What follows belongs to an exercise in optimizing a design on an open flow for small area, a short achievable clock period and few clock cycles; a production flow would make more cautious choices.
At most, simulation tests tie the RTL to the original design; equivalence was not proved.
No activity file was given, so power comes from the tool's default toggle rates.

==> flow/design.v (excerpt) <==
module cpu(input clk, reset, input [15:0] i_mem_rddata, output logic o_mem_rd, o_mem_wr, output logic [15:0] o_mem_addr, o_mem_wrdata);
	logic [15:0] r0, r1, r2, r3, r4, r5, r6, r7;
	logic n, z;
	logic [15:0] IR;      
	logic v;              
	logic s;              
	logic ldp;            
	logic [2:0] ldx;      
	logic [15:1] P;       
	wire [4:0] op = IR[4:0];
	wire [2:0] X = IR[7:5];
	wire [2:0] Y = IR[10:8];
	wire [7:0] imm8 = IR[15:8];
	wire [10:0] imm11 = IR[15:5];
	logic [15:0] rx, ry;
	always @(*) begin
		case (X)
			3'd0: rx = r0; 3'd1: rx = r1; 3'd2: rx = r2; 3'd3: rx = r3;
			3'd4: rx = r4; 3'd5: rx = r5; 3'd6: rx = r6; default: rx = r7;
		endcase
		case (Y)
			3'd0: ry = r0; 3'd1: ry = r1; 3'd2: ry = r2; 3'd3: ry = r3;
			3'd4: ry = r4; 3'd5: ry = r5; 3'd6: ry = r6; default: ry = r7;
		endcase
	end
	wire ex = v & ~s;
	wire jmp   = op[3];
	wire ldst  = ~op[4] & ~op[3] & op[2];
	wire isst  = op[0];
	wire mvhi  = op[4] & op[2];
	wire alu   = ~op[3] & ~ldst;
	wire domov = ~op[1] & ~op[0] & ~mvhi;           
	wire dosub = op[1] & ~mvhi;                     
	wire aluw  = alu & ~(op[1] & op[0]);            
	wire aluf  = alu & ~domov & ~mvhi;              
	wire link  = jmp & op[2];                       
	wire cond  = (~op[1] & ~op[0]) | (op[0] & z) | (op[1] & n);
	wire dacc = ex & ldst;
	wire tk   = ex & jmp & cond;
	logic [15:0] b;
	always @(*) begin
		if (~op[4]) b = ry;
		else if (op[2]) b = {imm8, 8'b0};
		else b = {{8{imm8[7]}}, imm8};
	end
	wire [15:0] a = domov ? 16'b0 : rx;
	wire [15:0] res = a + (dosub ? ~b : b) + {15'b0, dosub};
	wire [15:1] tgt = op[4] ? (P + {{4{imm11[10]}}, imm11}) :
	                  ((op[2] & (X == 3'd7)) ? P : rx[15:1]);
	wire [15:1] faddr = tk ? tgt : (P + {14'b0, ~s | v});
	always @(*) begin
		o_mem_wr = dacc & isst;
		o_mem_rd = ~o_mem_wr;
		o_mem_addr = dacc ? ry : {faddr, 1'b0};
		o_mem_wrdata = rx;
	end
	wire hit = (ry[15:1] == P);
  ...
Size: roughly 170 flip-flops, ~0.010 mm^2 of cells after synthesis.
make LEC_CHECK=0 ABC_AREA=1 CAP_MARGIN=20 CORE_MARGIN=2 CORE_UTILIZATION=40 SETUP_SLACK_MARGIN=3.5 SLEW_MARGIN=20 finish   # period 7.5 ns
run.sh (not shown) runs the stock make flow with config.mk's settings and CLKGATE_MAP_FILE= SYNTH_SCRIPT=/design/flow/synth_recipe.tcl, a recipe that flattens the netlist after the stock synthesis.
Then changed:
SETUP_SLACK_MARGIN = unset   (was 3.5)
What happened: Hold slack improved by 0.0078 ns. Setup slack got worse by 0.87 ns. Design area falls by 16%.
Then changed:
ABC_AREA = unset   (was 1)
The new run completed with no timing, DRC or antenna violations.
Global-route usage came out lower by 2.3 points.
Routed wire length drops by a few percent.
Worst hold slack gains 0.013 ns.
Sequential power went up by a few percent.
Core utilization is lower by 0.43 points.
Synthesized cell count came out lower by a few percent.
No run of this note included a check of the RTL's function; only the layout flow was run.

========
cpu, a different RTL version from the one above (not shown whole).
For scale: roughly 1,600 cells after synthesis, roughly 0.013 sq mm of cells after synthesis.
clock: 7.5 ns
lec_check: 0
abc_area: 1
cap_margin: 20
core_margin: 2
core_utilization: 40
cts_buf_list: sky130_fd_sc_hd__clkbuf_8
setup_slack_margin: 4.5
slew_margin: 20
Testbench counts at the start, summed over its fixed seeds: cycles 75,890.
==> next run, changes <==
CORE_UTILIZATION = 45   (was 40)
CTS_BUF_LIST = not set   (was sky130_fd_sc_hd__clkbuf_8)
PLACE_DENSITY = 0.75   (was not set)
After rerunning:
- The changed run produced a clean layout
- cell area rises by 1.9%
- power rises by 4.3%
- clock skew falls by 0.023 ns
- setup slack gets better by 0.030 ns
- utilization rises by 6.7 points
- non-clock buffer count rises by 22
- sequential power stays flat
- worst hold slack gets worse by 0.0042 ns
- sequential share of layout area falls by 0.67 points
- via count rises by 1.2%

========
Another version of the RTL of cpu (not shown whole).
For scale: roughly 1400 cells after synthesis, roughly 52 I/O pins, about 11000 µm² of cells after synthesis.
clock: 7.5 ns
lec_check: 0
abc_area: 1
cap_margin: 20
core_margin: 2
core_utilization: 40
slew_margin: 20
The first run completed without violations.
==> next run, changes <==
Settings changed: SETUP_SLACK_MARGIN set to 4.0.
Result: The changed run ran to the end with no violations. First-iteration DRC count climbs by about 30%. Maximum frequency went up by 36%. Design area goes up by about 25%. Die area stays the same. Clock skew stays flat. Power increases by about 19%. Synthesized cell count does not change. Clock-buffer cell count is unchanged. Via count went up by about 11%.
No functional check of the RTL was part of any run of this note.

========
run Z:
cpu, a different RTL version from the one above (not shown whole).
Size in the first run: roughly 52 I/O pins, ~12,000 um2 of cells after synthesis.
Settings: LEC_CHECK=0, ABC_AREA=1, CAP_MARGIN=20, CORE_MARGIN=2, CORE_UTILIZATION=40, SETUP_SLACK_MARGIN=4.45, SLEW_MARGIN=20; clock period 7.5 ns.
Testbench counts of run Z, summed over its fixed seeds: cycles 75,905.
Here is what was changed in the inputs of run P compared with run Z.
-- flow/config.mk --
<<< run Z, line 7
export LEC_CHECK = 0
export ABC_AREA = 1
export CAP_MARGIN = 20
>>> run P, line 7
export LEC_CHECK = 0
export ABC_AREA = 0
export CAP_MARGIN = 20
<<< run Z, line 11
export CORE_UTILIZATION = 40
export SETUP_SLACK_MARGIN = 4.45
export SLEW_MARGIN = 20
>>> run P, line 11
export CORE_UTILIZATION = 40
export SETUP_SLACK_MARGIN = 4.5
export SLEW_MARGIN = 20
Notes after the runs:
- Run P has completed all stages; timing, DRC and antenna checks passed.
- The share of power burned in combinational logic of run P exceeds that of run Z by 5.0 points.
- On met1 capacity usage during global routing: between run P and run Z, it ends up higher for run P.
- When run P is set beside run Z, its total power turns out to be about 8% larger.

-- separate check: timing with driven ports --
No port has a modelled driver above. Below, the same layouts with a new extraction and two added sets of constraints. Step 1 assumes that a clkbuf_16 drives the clock port and a buf_2 every other input. Step 2, shift: input delay + t, output delay - t, t = (earliest + latest rising clock arrival at the registers) / 2. This alone moves slack from input paths to output paths. Slacks: ideal ports / drivers / drivers and shift; pairs: ideal ports / drivers.
| run | t (ns) | setup WS [ns] | hold slack, ns | worst setup path after step 2 | worst slew at a driven data input, ns |
|---|---|---|---|---|---|
| the first run of note 1 | 0.489 | 2.805 / 2.757 / 2.827 | 0.477 / 0.477 / 0.477 | register to register | 0.04 |
| the second run of note 1 | 0.482 | 1.932 / 1.884 / 2.017 | 0.485 / 0.485 / 0.485 | register to register | 0.04 |
| the third run of note 1 | 0.486 | 1.428 / 1.380 / 1.608 | 0.497 / 0.497 / 0.497 | register to register | 0.05 |
| the first run of note 2 | 0.589 | 4.421 / 4.440 / 3.850 | 0.481 / 0.481 / 0.481 | input to register | 0.05 |
| the second run of note 2 | 0.579 | 4.451 / 4.464 / 3.901 | 0.477 / 0.477 / 0.477 | input to register | 0.06 |
| the first run of note 3 | 0.490 | 1.110 / 1.130 / 0.640 | 0.480 / 0.480 / 0.480 | input to register | 0.04 |
| the second run of note 3 | 0.495 | 2.790 / 2.794 / 2.299 | 0.505 / 0.505 / 0.505 | input to register | 0.06 |
| run Z | 0.502 | 4.421 / 4.412 / 3.910 | 0.430 / 0.430 / 0.430 | input to register | 0.12 |
| run P | 0.502 | 4.172 / 4.139 / 3.637 | 0.504 / 0.504 / 0.504 | input to register | 0.14 |
After both steps setup and hold are still met in every run listed. For the first run of note 2, which loses most, drivers alone change the setup slack by +0.019 ns; drivers and shift together by -0.571 ns.
